Context: an optimization exercise on an open-source flow, tuned for small area. The choices shown serve that exercise and are no tape-out recipe.
The RTL was checked by simulation tests, not by an equivalence proof against the original design.
Power figures rest on the tool's default switching activity, not on a simulated workload.

==> inputs of job 2888 <==
==> flow/design.v (excerpt) <==
module main (clk, rst, zeroLevel, mediaLevel, highLevel ,sp512, sn512, sn64, sp8, sn1, sinput, szero,sck,cs,miso,mosi);
clock: 10.0 ns
lec_check: 0
cap_margin: 20
core_margin: 2
core_utilization: 40
slew_margin: 20
run.sh (not shown) runs the stock make flow with config.mk's settings and CLKGATE_MAP_FILE= SYNTH_SCRIPT=/design/flow/synth_recipe.tcl, a recipe that flattens the netlist after the stock synthesis.
==> job 5937 (differences from job 2888) <==
==> flow/design.v (replaced) <==
module clkgen (clk, rst, ph, tick);
    input clk, rst;
    output reg [7:0] ph;
    output wire tick;
    reg [6:0] ms;
    wire r100k = (ph == 8'd249);
    assign tick = r100k && (ms == 7'd49);
    always @(posedge clk or negedge rst)
    begin
        if(!rst) begin
            ph <= 8'd125;
            ms <= 7'd0;
        end
        else begin
            ph <= r100k ? 8'd0 : ph + 8'd1;
            if(r100k)
                ms <= (ms == 7'd99) ? 7'd0 : ms + 7'd1;
        end
    end
endmodule
module siggen (clk, en, rst, npl, zero, runup, start, startRise, nrun);
    input clk, en, rst;
    input wire [2:0] npl;
    output reg zero;
    output reg runup;
    output reg start;
    output wire startRise;
    output wire [2:0] nrun;
    reg rd;
    reg [4:0] tmpct;
    reg [2:0] nplDiv;
    wire idle = !start && !runup && !rd && !zero;
    wire last = (nplDiv == npl);
    assign startRise = en && idle;
    assign nrun = nplDiv;
    always @(posedge clk or negedge rst)
    begin
        if(!rst) begin
            zero <= 1'b0;
            runup <= 1'b0;
            start <= 1'b0;
            rd <= 1'b0;
        end
        else if(en) begin
            start <= idle;
            runup <= (start || runup) && !last;
            rd <= (start || runup) && last;
            zero <= rd || (zero && tmpct != 5'd4);
        end
    end
    always @(posedge clk)
    begin
        if(en) begin
            if(idle) begin
                tmpct <= 5'd0;
                nplDiv <= 3'd0;
            end
            else if(rd)
                tmpct <= 5'd0;
            else if(tmpct == 5'd19) begin
                tmpct <= 5'd0;
                nplDiv <= nplDiv + 3'd1;
            end
            else
                tmpct <= tmpct + 5'd1;
        end
    end
endmodule
module pwmgen (clk, rst, enable, mode, ph, pwm, modest);
    input clk, rst, enable, mode;
    input wire [7:0] ph;
    output reg pwm;
    output reg modest;
    always @(posedge clk or negedge rst)
    begin
        if(!rst)
            pwm <= 1'b0;
        else if(enable) begin
            if(modest ? (ph == 8'd2) : (ph == 8'd122))
                pwm <= 1'b1;
            else if(modest ? (ph == 8'd247) : (ph == 8'd126))
                pwm <= 1'b0;
        end
    end
    always @(posedge clk)
    begin
        if(!enable || ph == 8'd0)
            modest <= mode;
    end
endmodule
module spi (
    stpwmNB,stpwmPA,stpwmPB,strundown,stN64,stP8,stN1,valid,sck,cs,miso,mosi,error,msclk,nplc,rst
);
    parameter W = 14;
    input wire [W-1:0] stpwmNB;
    input wire [W-1:0] stpwmPA;
    input wire [W-1:0] stpwmPB;
    input wire [11:0] strundown;
    input wire [7:0]  stN64;
    input wire [7:0]  stP8;
    input wire [7:0]  stN1;
    input wire valid;        
    input wire [2:0]  error;
    input wire sck;
    input wire cs;
    input wire msclk;
    input wire rst;
    output reg miso;
    output reg [2:0] nplc;
    input wire mosi;
    reg sck1,sck2, cs1, cs2;
    wire sckPosedge;
    wire csEdge;
    reg [2:0] status;
    reg [4:0] counter;
    reg [31:0] tmp;
    parameter            IDLE   = 3'd0 ;
    parameter            NA   = 3'd1 ;
    parameter            NB  = 3'd2 ;
    parameter            PA  = 3'd3 ;
    parameter            PB  = 3'd4 ;
    parameter            RD  = 3'd5 ;
    parameter            OTHER  = 3'd6 ;
    assign sckPosedge = sck1 && !sck2;
    assign csEdge = !cs1 && cs2;
    wire selNB = (status == NA) && valid;
    wire selPA = (status == NB) && valid;
    wire selPB = (status == PA) && valid;
    wire selE  = (status == PB);
    wire selRD = selE && valid;
    wire selOT = (status == RD) && valid;
    wire selNA = (status == OTHER) || (status == 3'd7);
    wire [31:0] nextw = ({32{selNB}} & {{(32-W){1'b0}}, stpwmNB})
                      | ({32{selPA}} & {{(32-W){1'b0}}, stpwmPA})
                      | ({32{selPB}} & {{(32-W){1'b0}}, stpwmPB})
                      | ({32{selE}}  & {1'b0, error, 28'b0})
                      | ({32{selRD}} & {4'b0, strundown, stN64, stP8})
                      | ({32{selOT}} & {stN1, 24'b0})
                      | {31'b0, selNA};
    always @(posedge msclk) begin
        sck1 <= sck;
        sck2 <= sck1;
        cs1 <= cs;
        cs2 <= cs1;
        if(!rst) begin
            nplc <= 3'd2;
            counter <= 5'b0;
            status <= IDLE;
            tmp <= 32'd1;
            miso <= 1'b0;
        end
        else begin
            if(cs) begin
                counter <= 5'b0;
                status <= IDLE;
                tmp <= 32'd1;
                miso <= 1'b0;
            end
            else begin
                if(csEdge) begin
                    status <= NA;
                    tmp <= 32'd1;
                    miso <= 1'b0;
                end
                else if (sckPosedge) begin
                    counter <= counter + 5'b1;
                    miso <= tmp[31];
                    tmp <= {tmp[30:0],mosi};
                    if((status == NA) && (counter == 5'd16) && tmp[15] && !tmp[10])
                        nplc <= tmp[2:0];
                    if(counter == 5'd31) begin
                        status <= (status == OTHER) ? NA : status + 3'd1;
                        tmp <= nextw;
                    end
                    if(status == IDLE) begin
                        counter <= 5'b0;
                        status <= NA;
                        tmp <= 32'd1;
                        miso <= 1'b0;
                    end
                end
            end
        end
    end
endmodule
module main (clk, rst, zeroLevel, mediaLevel, highLevel ,sp512, sn512, sn64, sp8, sn1, sinput, szero,sck,cs,miso,mosi);
    input clk, rst, zeroLevel, mediaLevel, highLevel;
    output wire sp512, sn512, sinput, szero;
    output reg sn64,sp8, sn1;
    input wire sck;
    input wire cs;
    output wire miso;
    input wire mosi;
    localparam W = 14;
    parameter            IDLE   = 3'd0 ;
    parameter            RUNUP   = 3'd1 ;
    parameter            RUNDOWN  = 3'd2 ;
    parameter            N64  = 3'd3 ;
    parameter            P8  = 3'd4 ;
    parameter            N1  = 3'd5 ;
    wire [7:0] ph;
    wire tick;
    reg [2:0] status;
    reg rundownreg;
    wire start;
    wire isrunup;
    wire runupw;
    wire modestN, modestP;
    reg preSinput;
    reg [W-1:0] pwmNB, pwmPB;
    wire [2:0] nrun;
    reg [2:0] stNrun;
    reg [W-1:0] stpwmNB, stpwmPB;
    reg [11:0] strundown;
    reg [7:0]  stN64;
    reg [7:0]  stP8;
    reg [7:0]  stN1;
    reg [11:0] trundown;
    reg [7:0]  tN64;
    reg [7:0]  tP8;
    reg [7:0]  tN1;
    reg [2:0]  error;
    wire [2:0] nplc;
    wire sgrundown;
    wire startRise;
    reg [1:0] vcnt;
    wire valid = vcnt[1];
    wire [W-1:0] stpwmPA = stNrun * 14'd2000 - stpwmPB;
    assign isrunup = (status == RUNUP);
    assign sp512 = isrunup? runupw: rundownreg;
    assign sgrundown = preSinput && !sinput;
    clkgen tb0(.clk(clk), .rst(rst), .ph(ph), .tick(tick));
    siggen gen(.clk(clk),.en(tick),.rst(rst),.npl(nplc),.zero(szero),.runup(sinput),.start(start),.startRise(startRise),.nrun(nrun));
    pwmgen pwmN(.clk(clk), .rst(rst), .enable(sinput), .mode(!mediaLevel), .ph(ph), .pwm(sn512), .modest(modestN));
    pwmgen pwmP(.clk(clk), .rst(rst), .enable(sinput), .mode(highLevel), .ph(ph), .pwm(runupw), .modest(modestP));
    spi aaa(.stpwmNB(stpwmNB), .stpwmPA(stpwmPA), .stpwmPB(stpwmPB), .strundown(strundown),
            .stN64(stN64), .stP8(stP8), .stN1(stN1), .valid(valid), .sck(sck), .cs(cs),.mosi(mosi), .miso(miso), .error(error), .nplc(nplc), .msclk(clk), .rst(rst));
    always @(posedge clk or negedge rst)
    begin
        if(!rst)
            vcnt <= 2'b0;
        else if(startRise)
            vcnt <= {vcnt[1] | vcnt[0], 1'b1};
    end
    always @(posedge clk)
    begin
        if(start) begin
            pwmNB <= {W{1'b0}};
            pwmPB <= {W{1'b0}};
        end
        else if(sinput && ph == 8'd1) begin
            if(modestN)
                pwmNB <= pwmNB + 1'b1;
            if(modestP)
                pwmPB <= pwmPB + 1'b1;
        end
    end
    always @(posedge clk)
    begin
        if(startRise) begin
            stpwmNB <= pwmNB;
            stpwmPB <= pwmPB;
            stNrun <= nrun;
            strundown <= trundown;
            stN64 <= tN64;
            stP8 <= tP8;
            stN1 <= tN1;
        end
    end
    wire live = !szero;
    wire goRD     = live && (status == RUNUP) && sgrundown;
    wire rdCount  = live && (status == RUNDOWN) && zeroLevel && (trundown != 12'd4095);
    wire n64Enter = live && (status == RUNDOWN) && !zeroLevel;
    wire n64Count = live && (status == N64) && !zeroLevel && (trundown != 12'd255);
    wire p8Enter  = live && (status == N64) && zeroLevel;
    wire p8Count  = live && (status == P8) && zeroLevel && (trundown != 12'd255);
    wire n1Enter  = live && (status == P8) && !zeroLevel;
    wire n1Count  = live && (status == N1) && !zeroLevel && (trundown != 12'd255);
    always @(posedge clk)
    begin
        preSinput <= sinput;
        if(goRD) begin
            trundown <= 12'b1;
            tN64 <= 8'b0;
            tP8 <= 8'b0;
            tN1 <= 8'b0;
        end
        else begin
            if(rdCount)
                trundown <= trundown + 12'b1;
            if(n64Enter)
                tN64 <= 8'b1;
            else if(n64Count)
                tN64 <= tN64 + 8'b1;
            if(p8Enter)
                tP8 <= 8'b1;
            else if(p8Count)
                tP8 <= tP8 + 8'b1;
            if(n1Enter)
                tN1 <= 8'b1;
            else if(n1Count)
                tN1 <= tN1 + 8'b1;
        end
    end
    always @(posedge clk or negedge rst)
    begin
        if(!rst) begin
            status <= IDLE;
            sn64 <= 1'b0;
            sp8 <= 1'b0;
            sn1 <= 1'b0;
            rundownreg  <= 1'b1;
            error <= 3'b0;
        end
        else begin
            if(szero) begin
                sn1 <= 1'b0;
                sp8 <= 1'b0;
                sn64 <= 1'b0;
                rundownreg <= 1'b0;
                status <= IDLE;
            end
            else begin
                case(status)
                    IDLE:
                        if(start)
                            status <= RUNUP;
                    RUNUP:
                        if(sgrundown) begin
                            rundownreg  <= 1'b1;
                            if(zeroLevel) begin
                                error <= 3'd0;
                                status <= RUNDOWN;
                            end
                            else begin
                                error <= 3'd1;
                                status <= IDLE;
                            end
                        end
                    RUNDOWN:
                        if(zeroLevel) begin
                            if(trundown == 12'd4095) begin
                                error <= 3'd2;
                                status <= IDLE;
                            end
                        end
                        else begin
                            rundownreg  <= 1'b0;
                            status <= N64;
                            sn64 <= 1'b1;
                        end
                    N64:
                        if(!zeroLevel) begin
                            if(trundown == 12'd255) begin
                                error <= 3'd3;
                                status <= IDLE;
                            end
                        end
                        else begin
                            sn64  <= 1'b0;
                            status <= P8;
                            sp8 <= 1'b1;
                        end
                    P8:
                        if(zeroLevel) begin
                            if(trundown == 12'd255) begin
                                error <= 3'd4;
                                status <= IDLE;
                            end
                        end
                        else begin
                            sp8  <= 1'b0;
                            status <= N1;
                            sn1 <= 1'b1;
                        end
                    N1:
                        if(!zeroLevel) begin
                            if(trundown == 12'd255) begin
                                error <= 3'd5;
                                status <= IDLE;
                            end
                        end
                        else begin
                            sn1  <= 1'b0;
                            status <= IDLE;
                        end
                    default: ;
                endcase
            end
        end
    end
endmodule
==> run notes <==
In job 2888 the register-to-register slack is better than in job 5937, by 650 ps. Job 5937 finished clean. Job 2888 produced a clean layout. Between job 2888 and job 5937, the lower area after synthesis is in job 5937 (gap 12%, measured against job 5937). Clock-buffer cell count: job 2888 is higher than job 5937 (4). Wire length: job 5937 is lower than job 2888 (about 14%). Power: job 2888 is higher than job 5937 (about 30%). Synthesized cell count: job 5937 is smaller than job 2888 (4.7%). Between job 2888 and job 5937, the lower die area is in job 5937 (gap about 12%, measured against job 5937).
==> figures <==
quantity	job 2888	job 5937
Outcome	no timing/DRC/antenna violations	no timing/DRC/antenna violations
Multi-input gate area	5600 um2	4900 um2
Compound-Gate Fraction of Synth Area	12.6%	12.0%
Proportion of power drawn by the clock network	44.7%	45.0%
Routed met1 length	12500 um	11500 um
Clock buf/inv share	7.65%	6.63%
Register Area	5960 um2	5410 um2
Number of synthesized register bits	246	223
Crit path arrival time	2610 ps	2210 ps
Met2 wire length	12400 um	9870 um
Most frequent standard cell in the layout excluding fill and tap cells	sky130_fd_sc_hd__dfrtp_1	sky130_fd_sc_hd__nor2_1
Relative slew slack	29.9%	41.6%
Met3 routed WL	833 um	999 um
Dpl cell area	12400 um2	11200 um2
Logic gate share of total power	11.8%	4.1%
Final Total Pwr	0.00252 W	0.00194 W

## port drivers added, routing unchanged
How much do the figures lean on ideal ports? The routed layouts below were timed once more, with nothing changed but the port constraints.
Step 1 assumes that a clkbuf_16 drives the clock port and a buf_2 every other input.
Step 2 times the ports against the registers' clock, not the clock port: input delays grow and output delays shrink by t, the midpoint of the rising clock arrivals with the driver on.
Slacks: ideal ports / drivers / drivers and shift; pairs: ideal ports / drivers.
run	shift t [ns]	slack for setup (ns)	hold slack, ns
job 2888	0.581	5.390 / 5.341 / 5.442	0.347 / 0.347 / 0.347
job 5937	0.556	5.788 / 5.740 / 5.674	0.364 / 0.364 / 0.364
After both steps setup and hold are still met in every run listed. The setup slack of job 5937, which loses most, moves by -0.048 ns with the drivers and by -0.114 ns with both steps.
